From an optimization exercise on the open Yosys and OpenROAD flow, aimed at small area; shortcuts taken in it are not production practice. In this exercise RTL edits were held to simulation tests only and were not proved equivalent to the original. Power and IR drop assume default switching activity.

`design/flow/config.mk`:
```
export PLATFORM = sky130hd
export DESIGN_NAME = apb_2_spi
export DESIGN_NICKNAME = apb_2_spi
export VERILOG_FILES = /design/flow/design.v
export SDC_FILE = /design/flow/constraint.sdc
export NUM_CORES = 4
export LEC_CHECK = 0
export CAP_MARGIN = 20
export CORE_MARGIN = 2
export CORE_UTILIZATION = 40
export SLEW_MARGIN = 20
```
`design/flow/constraint.sdc`:
```
create_clock -name core_clock -period 12.0 [get_ports {pclk}]
set_input_delay 2.4000 -clock core_clock [delete_from_list [all_inputs] [get_ports {pclk}]]
set_output_delay 2.4000 -clock core_clock [all_outputs]
set_load 0.01 [all_outputs]
```
`design/flow/design.v`:
```
module spi_interface #(
    parameter CLK_FREC = 100000000,
    parameter SCL_FREC = 1000000
) (
    input  logic        clk,
    input  logic        arstn,
    input  logic[7:0]   byte_2_send,         
    output logic[7:0]   byte_received,       
    input  logic        ena_spi,             
    output logic        end_trans,          
    input  logic        msb_lsb,             
    input  logic        miso,
    output logic        mosi,
    output logic        scl,
    output logic        cs);
    generate if (CLK_FREC / SCL_FREC < 10) begin : err_gen
          initial
            $fatal("ERROR: CLK_FREC / SCL_FREC < 10");
        end
    endgenerate
    localparam MAX_CNT = (CLK_FREC/SCL_FREC) - 1;
    localparam HALF_CNT = MAX_CNT/2;
    logic[$clog2(CLK_FREC/SCL_FREC)-1:0] clk_div;
    logic posedge_scl;
    logic negedge_scl;
    logic ena_clk_div;
    logic miso_ff_2;
    logic miso_ff_1;
    logic[3:0] cnt_mosi;
    logic[3:0] cnt_miso;
    logic[7:0] byte_2_send_reg;
    logic[7:0] byte_received_reg;
    typedef enum logic[2:0] {
        IDLE,
        LOAD_BYTE,
        WAIT_BEFORE,
        SEND_RECEIVE,
        WAIT_AFTER
    } state_t; state_t state_spi;
    always_ff @(posedge clk or negedge arstn) begin
        if(!arstn)
            clk_div <= 0;
        else if(ena_clk_div)
            if (clk_div == MAX_CNT || state_spi == LOAD_BYTE)
                clk_div <= 0;
            else
                clk_div <= clk_div + 1;
    end
    always_comb ena_clk_div = (state_spi != IDLE);
    always_ff @(posedge clk or negedge arstn) begin
        if(!arstn) begin
            state_spi <= IDLE;
            byte_2_send_reg <= 0;
            byte_received <= 0;
        end else if(!ena_spi) begin
            state_spi <= IDLE;
            byte_2_send_reg <= 0;
            byte_received <= 0;
        end else begin
            case(state_spi)
                IDLE: begin
                    if(ena_spi)
                        state_spi <= WAIT_BEFORE;
                end
                WAIT_BEFORE: begin
                    if(clk_div == MAX_CNT)
                        state_spi <= LOAD_BYTE;
                end
                LOAD_BYTE: begin
                    byte_2_send_reg <= byte_2_send;
                    state_spi <= SEND_RECEIVE;
                end
                SEND_RECEIVE: begin
                    if(cnt_miso == 8 && clk_div == MAX_CNT) begin
                        byte_received <= byte_received_reg;
                        state_spi <= WAIT_AFTER;
                    end
                end
                WAIT_AFTER: begin
                    if(clk_div == MAX_CNT) begin
                        if(ena_spi) begin
                            state_spi <= LOAD_BYTE;
                        end else
                            state_spi <= IDLE;
                    end
                end
                default: state_spi <= IDLE;
            endcase
        end
    end
    always_comb end_trans = (state_spi == WAIT_AFTER) && clk_div == 0;
    always_ff @(posedge clk or negedge arstn) begin
        if(!arstn) begin
            miso_ff_1 <= 0;
            miso_ff_2 <= 0;
        end else begin
            miso_ff_1 <= miso;
            miso_ff_2 <= miso_ff_1;
        end
    end
    always_ff @(posedge clk or negedge arstn) begin
        if(!arstn) begin
            cnt_miso <= 0;
            byte_received_reg <= 0;
        end else if(state_spi == SEND_RECEIVE) begin
            if(posedge_scl) begin
                cnt_miso <= cnt_miso + 1;
                if (cnt_miso < 8) begin
                    if (msb_lsb)
                        byte_received_reg[7 - cnt_miso] <= miso_ff_2;
                    else
                        byte_received_reg[cnt_miso] <= miso_ff_2;
                end
            end
        end else begin
            cnt_miso <= 0;
        end 
    end
    always_ff @(posedge clk or negedge arstn) begin
        if(!arstn) begin
            cnt_mosi <= 0;
            mosi <= 0;
        end else if(state_spi == SEND_RECEIVE) begin
            if(negedge_scl) begin
                cnt_mosi <= cnt_mosi + 1;
                if (cnt_mosi < 8) begin
                    if (msb_lsb)
                        mosi <= byte_2_send_reg[7 - cnt_mosi];
                    else
                        mosi <= byte_2_send_reg[cnt_mosi];
                end
            end
        end else begin
            mosi <= 0;
            cnt_mosi <= 0;
        end 
    end
    always_comb scl = (state_spi == SEND_RECEIVE) && ena_spi ? (clk_div >= HALF_CNT) : 1;
    always_comb posedge_scl = (state_spi == SEND_RECEIVE) ? (clk_div == HALF_CNT) : 0;
    always_comb negedge_scl = (state_spi == SEND_RECEIVE) ? (clk_div == 0) : 0;
    assign cs = (state_spi != IDLE) ? 0 : 1;
endmodule
module apb_2_fifo #(
    parameter BASE_ADDR = 8,
    parameter DATA_WIDTH = 32,
    parameter DEPTH = 16     
) (
    input  logic                      pclk,
    input  logic                      presetn,
    input  logic [31:0]               paddr,
    input  logic [2:0]                pprot,
    input  logic                      psel,
    input  logic                      penable,
    input  logic                      pwrite,
    input  logic [DATA_WIDTH-1:0]     pwdata,
    input  logic [(DATA_WIDTH/8)-1:0] pstrb,
    output logic                      pready,
    output logic [DATA_WIDTH-1:0]     prdata,
    output logic                      pslverr,
    input  logic                      read_fifo_tx,
    output logic                      empty_tx,
    output logic                      almost_empty_tx,
    output logic [DATA_WIDTH-1:0]     fifo_r_data_tx,
    input  logic                      write_fifo_rx,
    output logic                      full_rx,
    output logic                      end_rx,
    output logic                      almost_full_rx,
    input  logic [DATA_WIDTH-1:0]     fifo_w_data_rx
);
    localparam ADDR_READ_TX_STATUS  = 2'b00;
    localparam ADDR_WRITE_TX        = 2'b00;
    localparam ADDR_READ_RX_STATUS  = 2'b01;
    localparam ADDR_READ_RX_DATA    = 2'b10;
    localparam ADDR_WRITE_N_READS   = 2'b11;
    localparam N_REGS_ADDR          = 4;
    logic[DATA_WIDTH-1:0]       regs_tx[DEPTH-1:0];
    logic[$clog2(DEPTH)-1:0]    index_write_tx;
    logic[$clog2(DEPTH)-1:0]    index_read_tx;
    logic[$clog2(DEPTH):0]      size_fifo_tx;
    logic                       almost_full_tx;
    logic                       full_tx;
    logic                       write_fifo_tx;
    logic[DATA_WIDTH-1:0]       regs_rx[DEPTH-1:0];
    logic[$clog2(DEPTH)-1:0]    index_write_rx;
    logic[$clog2(DEPTH)-1:0]    index_read_rx;
    logic[$clog2(DEPTH):0]      size_fifo_rx;
    logic                       almost_empty_rx;
    logic                       empty_rx;
    logic                       read_fifo_rx;
    logic [3:0] reg_addr;
    logic ena_write_n_reads;
    logic [$clog2(DEPTH):0] n_reads;
    logic [$clog2(DEPTH):0] reads_cnt;
    always_ff @(posedge pclk or negedge presetn) begin
        if (!presetn) begin
            index_write_rx <= 0;
            for (int i=0; i<DEPTH; ++i)
                regs_rx[i] <= 0;
        end else begin
            if (write_fifo_rx & ~full_rx) begin
                index_write_rx <= index_write_rx + 1;
                regs_rx[index_write_rx] <= fifo_w_data_rx;
            end
        end
    end
    always_ff @(posedge pclk or negedge presetn) begin
        if (!presetn) begin
            index_read_rx <= 0;
        end else begin
            if (read_fifo_rx & ~empty_rx) begin
                index_read_rx <= index_read_rx + 1;
            end
        end
    end
    always_ff @(posedge pclk or negedge presetn) begin
        if (!presetn) begin
            size_fifo_rx <= DEPTH;
        end else begin
            case ({write_fifo_rx & ~full_rx, read_fifo_rx & ~empty_rx})
                2'b10: size_fifo_rx <= size_fifo_rx - 1;
                2'b01: size_fifo_rx <= size_fifo_rx + 1;
                default: size_fifo_rx <= size_fifo_rx;
            endcase        
        end
    end
    always_comb begin
        full_rx = size_fifo_rx == 0;
        almost_full_rx = size_fifo_rx == 1;
        empty_rx = size_fifo_rx == DEPTH;
        almost_empty_rx = size_fifo_rx == DEPTH - 1;
    end
    always_comb read_fifo_rx = psel & ~pwrite & penable & ~pslverr & (reg_addr[3:2] == ADDR_READ_RX_DATA);
    always_ff @(posedge pclk or negedge presetn) begin
        if (!presetn) begin
            index_write_tx <= 0;  
            for (int i=0; i<DEPTH; ++i)
                regs_tx[i] <= 0;
        end else if (write_fifo_tx & ~full_tx) begin
            index_write_tx <= index_write_tx + 1;
            regs_tx[index_write_tx] <= pwdata;
        end
    end
    always_ff @(posedge pclk or negedge presetn) begin
        if (!presetn) begin
            index_read_tx <= 0;
        end else if (read_fifo_tx & ~empty_tx) begin
            index_read_tx <= index_read_tx + 1;
        end
    end
    always_ff @(posedge pclk or negedge presetn) begin
        if (!presetn) begin
            size_fifo_tx <= DEPTH;
        end else begin
            case ({write_fifo_tx & ~full_tx, read_fifo_tx & ~empty_tx})
                2'b10: size_fifo_tx <= size_fifo_tx - 1;
                2'b01: size_fifo_tx <= size_fifo_tx + 1;
                default: size_fifo_tx <= size_fifo_tx;
            endcase        
        end
    end
    always_comb begin
        full_tx = size_fifo_tx == 0;
        almost_full_tx = size_fifo_tx == 1;
        empty_tx = size_fifo_tx == DEPTH;
        almost_empty_tx = size_fifo_tx == DEPTH - 1;
    end
    always_comb fifo_r_data_tx = regs_tx[index_read_tx];
    always_comb write_fifo_tx = psel & pwrite & penable & ~pslverr & (reg_addr[3:2] == ADDR_WRITE_TX);
    always_comb pready = penable & psel;
    always_comb pslverr = (paddr < BASE_ADDR || paddr > BASE_ADDR + 4*(N_REGS_ADDR-1)) & penable;
    always_comb reg_addr = paddr - BASE_ADDR;
    always_comb begin
        if (penable && !pslverr && psel && !pwrite) begin
            case (reg_addr[3:2])
                ADDR_READ_TX_STATUS: prdata = {{28{1'b0}}, full_tx, almost_full_tx, empty_tx, almost_empty_tx};
                ADDR_READ_RX_STATUS: prdata = {{27{1'b0}}, end_rx, full_rx, almost_full_rx, empty_rx, almost_empty_rx};
                ADDR_READ_RX_DATA:   prdata = regs_rx[index_read_rx];
                default: prdata = 0;
            endcase
        end else begin
            prdata = 0;
        end
    end
    always_comb ena_write_n_reads = psel & pwrite & penable & ~pslverr & (reg_addr[3:2] == ADDR_WRITE_N_READS);
    always_ff @(posedge pclk or negedge presetn) begin
        if (!presetn) begin
            n_reads <= 0;
            reads_cnt <= 0;
        end else if (ena_write_n_reads) begin
            n_reads <= pwdata;
        end else if (reads_cnt < n_reads && n_reads != 0) begin
            if (write_fifo_rx) begin
                reads_cnt <= reads_cnt + 1;
            end
        end else begin
            reads_cnt <= 0;
            n_reads <= 0;
        end
    end
    always_comb end_rx = n_reads == 0;
endmodule
module apb_2_spi #(
    parameter MSB_LSB = 1,          
    parameter BASE_ADDR = 8,
    parameter FIFO_DEPTH = 64,      
    parameter CLK_FREC = 100000000,
    parameter SCL_FREC = 1000000
) (
    input  logic                      pclk,
    input  logic                      presetn,
    input  logic [31:0]               paddr,
    input  logic [2:0]                pprot,
    input  logic                      psel,
    input  logic                      penable,
    input  logic                      pwrite,
    input  logic [7:0]                pwdata,
    input  logic                      pstrb,
    output logic                      pready,
    output logic [7:0]                prdata,
    output logic                      pslverr,
    input  logic                      miso,
    output logic                      mosi,
    output logic                      scl,
    output logic                      cs);
    logic [7:0] byte_2_send_fifo;
    logic [7:0] byte_2_send;
    logic [7:0] byte_received;
    logic empty_tx;
    logic read_fifo_tx;
    logic end_trans;
    logic ena_spi;
    logic end_rx;
    logic write_fifo_rx;
    spi_interface #(
        .CLK_FREC(CLK_FREC),
        .SCL_FREC(SCL_FREC)
    ) spi_inst (
        .clk(pclk),
        .arstn(presetn),
        .byte_2_send(byte_2_send),
        .byte_received(byte_received),
        .end_trans(end_trans),
        .msb_lsb(MSB_LSB[0]),                     
        .ena_spi(ena_spi),
        .miso(miso),
        .mosi(mosi),
        .scl(scl),
        .cs(cs)
    );
    always_comb begin
        read_fifo_tx = end_trans && !empty_tx;
        ena_spi = !empty_tx || !end_rx;
        write_fifo_rx = empty_tx && end_trans && !end_rx;
        byte_2_send = empty_tx ? 0 : byte_2_send_fifo;            
    end
    apb_2_fifo #(
        .BASE_ADDR(BASE_ADDR),
        .DATA_WIDTH(8),
        .DEPTH(FIFO_DEPTH)
    ) apb_inst (
        .pclk(pclk),
        .presetn(presetn),
        .paddr(paddr),
        .pprot(pprot),
        .psel(psel),
        .penable(penable),
        .pwrite(pwrite),
        .pwdata(pwdata),
        .pstrb(pstrb),
        .pready(pready),
        .prdata(prdata),
        .pslverr(pslverr),
        .read_fifo_tx(read_fifo_tx),
        .empty_tx(empty_tx),            
        .almost_empty_tx(),              
        .fifo_r_data_tx(byte_2_send_fifo),
        .write_fifo_rx(write_fifo_rx),
        .full_rx(),                      
        .almost_full_rx(),               
        .end_rx(end_rx),                     
        .fifo_w_data_rx(byte_received)
    );
endmodule
```
`design/flow/run.sh`:
```
#!/bin/bash
# synth_recipe.tcl (not shown) runs the flow's synth.tcl, then flattens the netlist and writes it again
# the make line also repeats each setting of config.mk as NAME=value (left out here)
make -C /OpenROAD-flow-scripts/flow DESIGN_CONFIG=/design/flow/config.mk WORK_HOME=/design/flow/orfs CLKGATE_MAP_FILE= SYNTH_SCRIPT=/design/flow/synth_recipe.tcl finish
```
==> out/metrics.csv <==
metric,value,unit
antenna_left,0,
gp_congestion,0.9689,
rsz0062_at_grt,no,
syn_area,0.05330,sq mm
max_clock_freq,122.8,MHz
cp_slowest_cell,nand2b_1,
startpoint,apb_inst.index_read_rx[3],
yosys.area.top_type,dfrtp_1,
worst_pin_slew,1.275,ns
synth_area_leaders,"dfrtp_1, mux2_2, a22oi_1",
worstReg2RegEnd,spi_inst.byte_2_send_reg[6],
final_area,0.06008,sq mm
syn2layout_area_growth,12.71,%
synth-seq-cells,1121,
finalCritPeriodShare,0.6784,
fill_cells,12000,
end_kind,output port,
start_util,0.4044,
cts_sinks,1121,
clk_pin_slew,0.06,ns
start_kind,register,
status,no timing/DRC/antenna violations,
synth_top_area_frac,0.5253,
fin_nets,4279,
routed_wl,195.9,mm
dr.pass1.iters,5,
gr-max-usage-layer,met2,
synth_cells,4143,
cts_tree,yes,
wl_per_cell,32.43,microns
max_cap_violations,0,
drt_iter0_markers,4730,
die_y,369.0,microns
htreeDepth,3,
drive_gt1_frac,0.3546,
r2r_setup_slack,7.06,ns
yosysMostFrequentCell,dfrtp_1,
hp-start,spi_inst.miso_ff_1,
tns,0,ns
grt_max_degree,179,
cts_resized,0,
via_per_inst,6.284,
rr_worst_depth,10,
power_leakage,29.85,nW
synth_nets,4235,
synthDistinctLibCells,96,
timing.rr.start,apb_inst.index_read_tx[0],
gr-usage-met2,0.4142,
die_area,0.1362,sq mm
die_width,369.0,microns
async_flop_share,1.000,
max_stage_delay,0.87,ns
cts_setup_buffers,0,
ir_worst_vdd,0.0001317,V
finalClockSkew,0.06384,ns
synth-edff-count,0,
cellPowerDensity,129.3,mW/mm^2
setup_viol,0,
boundaryPins,63,
grt_pass1_wl,280.7,mm
hpwlAfterDp,128.5,mm
finalHoldViolations,0,
vias,37970,
crit_path_cell_trace,nand2b_1 > nor2_1 > a2111oi_1 > buf_4 > nand3_1 > or4_1 > o31ai_1 > a21oi_1 > clkdlybuf4s50_1,
ys.flop_type,dfrtp_1,
regArea,0.02806,sq mm
clk_path_buf_depth,3,
multi_input_area,0.02393,sq mm
fp-row-count,133,
maxSlewViolCount,0,
holdCritPathClass,reg2reg,
cp_max_fo,20,
postSynthAreaPerCell,12.87,sq um
antenna_found_initial,7,
crit_required,9.60,ns
grt_pass1_vias,37390,
core_area,0.1318,sq mm
placed_area,0.05597,sq mm
grt-ovfl-total,0,
period_minus_slack,8.141,ns
cts-buffers-inserted,120,
slew_headroom,0.1468,
clk_latency,0.79,ns
drc,0,
io_buffers,58,
clock-root-buffer,clkbuf_16,
hold_end,spi_inst.miso_ff_2,
use_met3,0.07583,
synth_warnings,5,
arrival,5.74,ns
cts_hold_buf,0,
critical_path_class,reg2out,
hold_depth,0,
grt_use_met1,0.3988,
crit_family,simple AND/OR/NAND/NOR gates,
synth_commonest_cells,"dfrtp_1, mux2_2, a22oi_1, clkbuf_1, nor2_1",
grt_usage,0.2862,
path_buf_inv,2,
seq_area_frac_synth,0.5263,
logic make-up (layout without fill, tap and decap cells):
group                      count (synthesis)  after routing  synth area share
xor gates and xnor gates                  46             46          0.007558
buffers and inverters                    317            458           0.02622
DFF                                     1121           1121            0.5263
muxes                                   1056           1056            0.2282
AOI/OAI and AO/OA                        596            596           0.08690
adders and majority gates                 42             42          0.009859
and+or+nand+nor                          965            965            0.1150
other                                      0              3                 0
cell type report:
type,count,area share
Multi-Input combinational cell,2705,0.3983
Clock buffer,176,0.05950
Sequential cell,1121,0.4671
Tap cell,1755,0.03655
Antenna cell,3,0.0001250
Timing Repair Buffer,191,0.02687
Clock inverter,43,0.008560
Inverter,48,0.002999
worst max path at each step:
| stage | endpoint | slack, ns | cells after the start |
|---|---|---|---|
| floorplan | prdata[5] | 5.60 | 6 |
| global placement | prdata[5] | 4.01 | 8 |
| detailed placement | prdata[5] | 4.07 | 8 |
| CTS | prdata[1] | 4.03 | 9 |
| global route | prdata[1] | 3.92 | 9 |
| finish | prdata[1] | 3.86 | 9 |
worst reg2reg max path, stage by stage, from the launching register on:
cell and delay (ns):
dfrtp_1 0.40, inv_1 0.10, ha_1 0.39, and3b_1 0.55
buf_4 0.38, and3_1 0.23, a2111oi_0 1.04, nand3_1 0.21
nor4_1 0.71, a21boi_0 0.47, a221o_1 0.37
per-layer routing:
layer,vias up,share of wire
met4,4,0.050
met1,20070,0.42
met5,-,0.00017
met2,1919,0.43
met3,440,0.10
li1,15540,-
placed cells by master, fill, tap and decap left out, types with 72 or more instances in the layout:
cell	n
dfrtp_1	1111
clkbuf_16	121
and3_1	118
nand2_1	138
mux2_4	72
buf_4	127
nand4_1	89
a32oi_1	91
nand3_1	117
nor2_1	147
a22oi_1	282
mux2_2	944
report_power, final:
part | total, W | internal, W | leakage (nW) | switching, W
logic | 0.000136 | 0.0000213 | 12.2 | 0.000115
registers | 0.00378 | 0.00378 | 15.6 | 0.000000380
clock network | 0.00385 | 0.00219 | 2.01 | 0.00166
total | 0.00777 | 0.00600 | 29.8 | 0.00177
stage by stage:
step,instances,hold slack (ns),util,total power [W],setup WS [ns]
after global placement,5819,0.3370,0.4246,0.003988,4.008
final,6042,0.3536,0.4558,0.007768,3.860
after CTS,6039,0.3584,0.4557,0.007808,4.027
after detailed placement,5820,0.3427,0.4247,0.003989,4.066
after global routing,6039,0.3623,0.4558,0.007973,3.917
after floorplan,4143,0.3312,-,0.003874,5.603

## port drivers added, routing unchanged
No port has a modelled driver above. Below, the same layout with a new extraction and two added sets of constraints.
Step 1 (the two cells are an assumption about what drives the block):
set clk [get_ports {pclk}]
set_driving_cell -lib_cell sky130_fd_sc_hd__clkbuf_16 $clk
set_driving_cell -lib_cell sky130_fd_sc_hd__buf_2 [delete_from_list [all_inputs] $clk]
Step 2 also shifts input and output timing later by t, the mid clock arrival at the registers, as if the neighbouring blocks saw the same clock.
Three values: ideal ports, drivers, drivers and shift; two values: the first two.
t (ns): 0.836
setup slack, ns: 3.859 / 3.783 / 4.097
cell pins on the clock port's net: 1
After both steps this run still meets setup and hold. For this run, drivers alone change the setup slack by -0.076 ns; drivers and shift together by +0.238 ns.
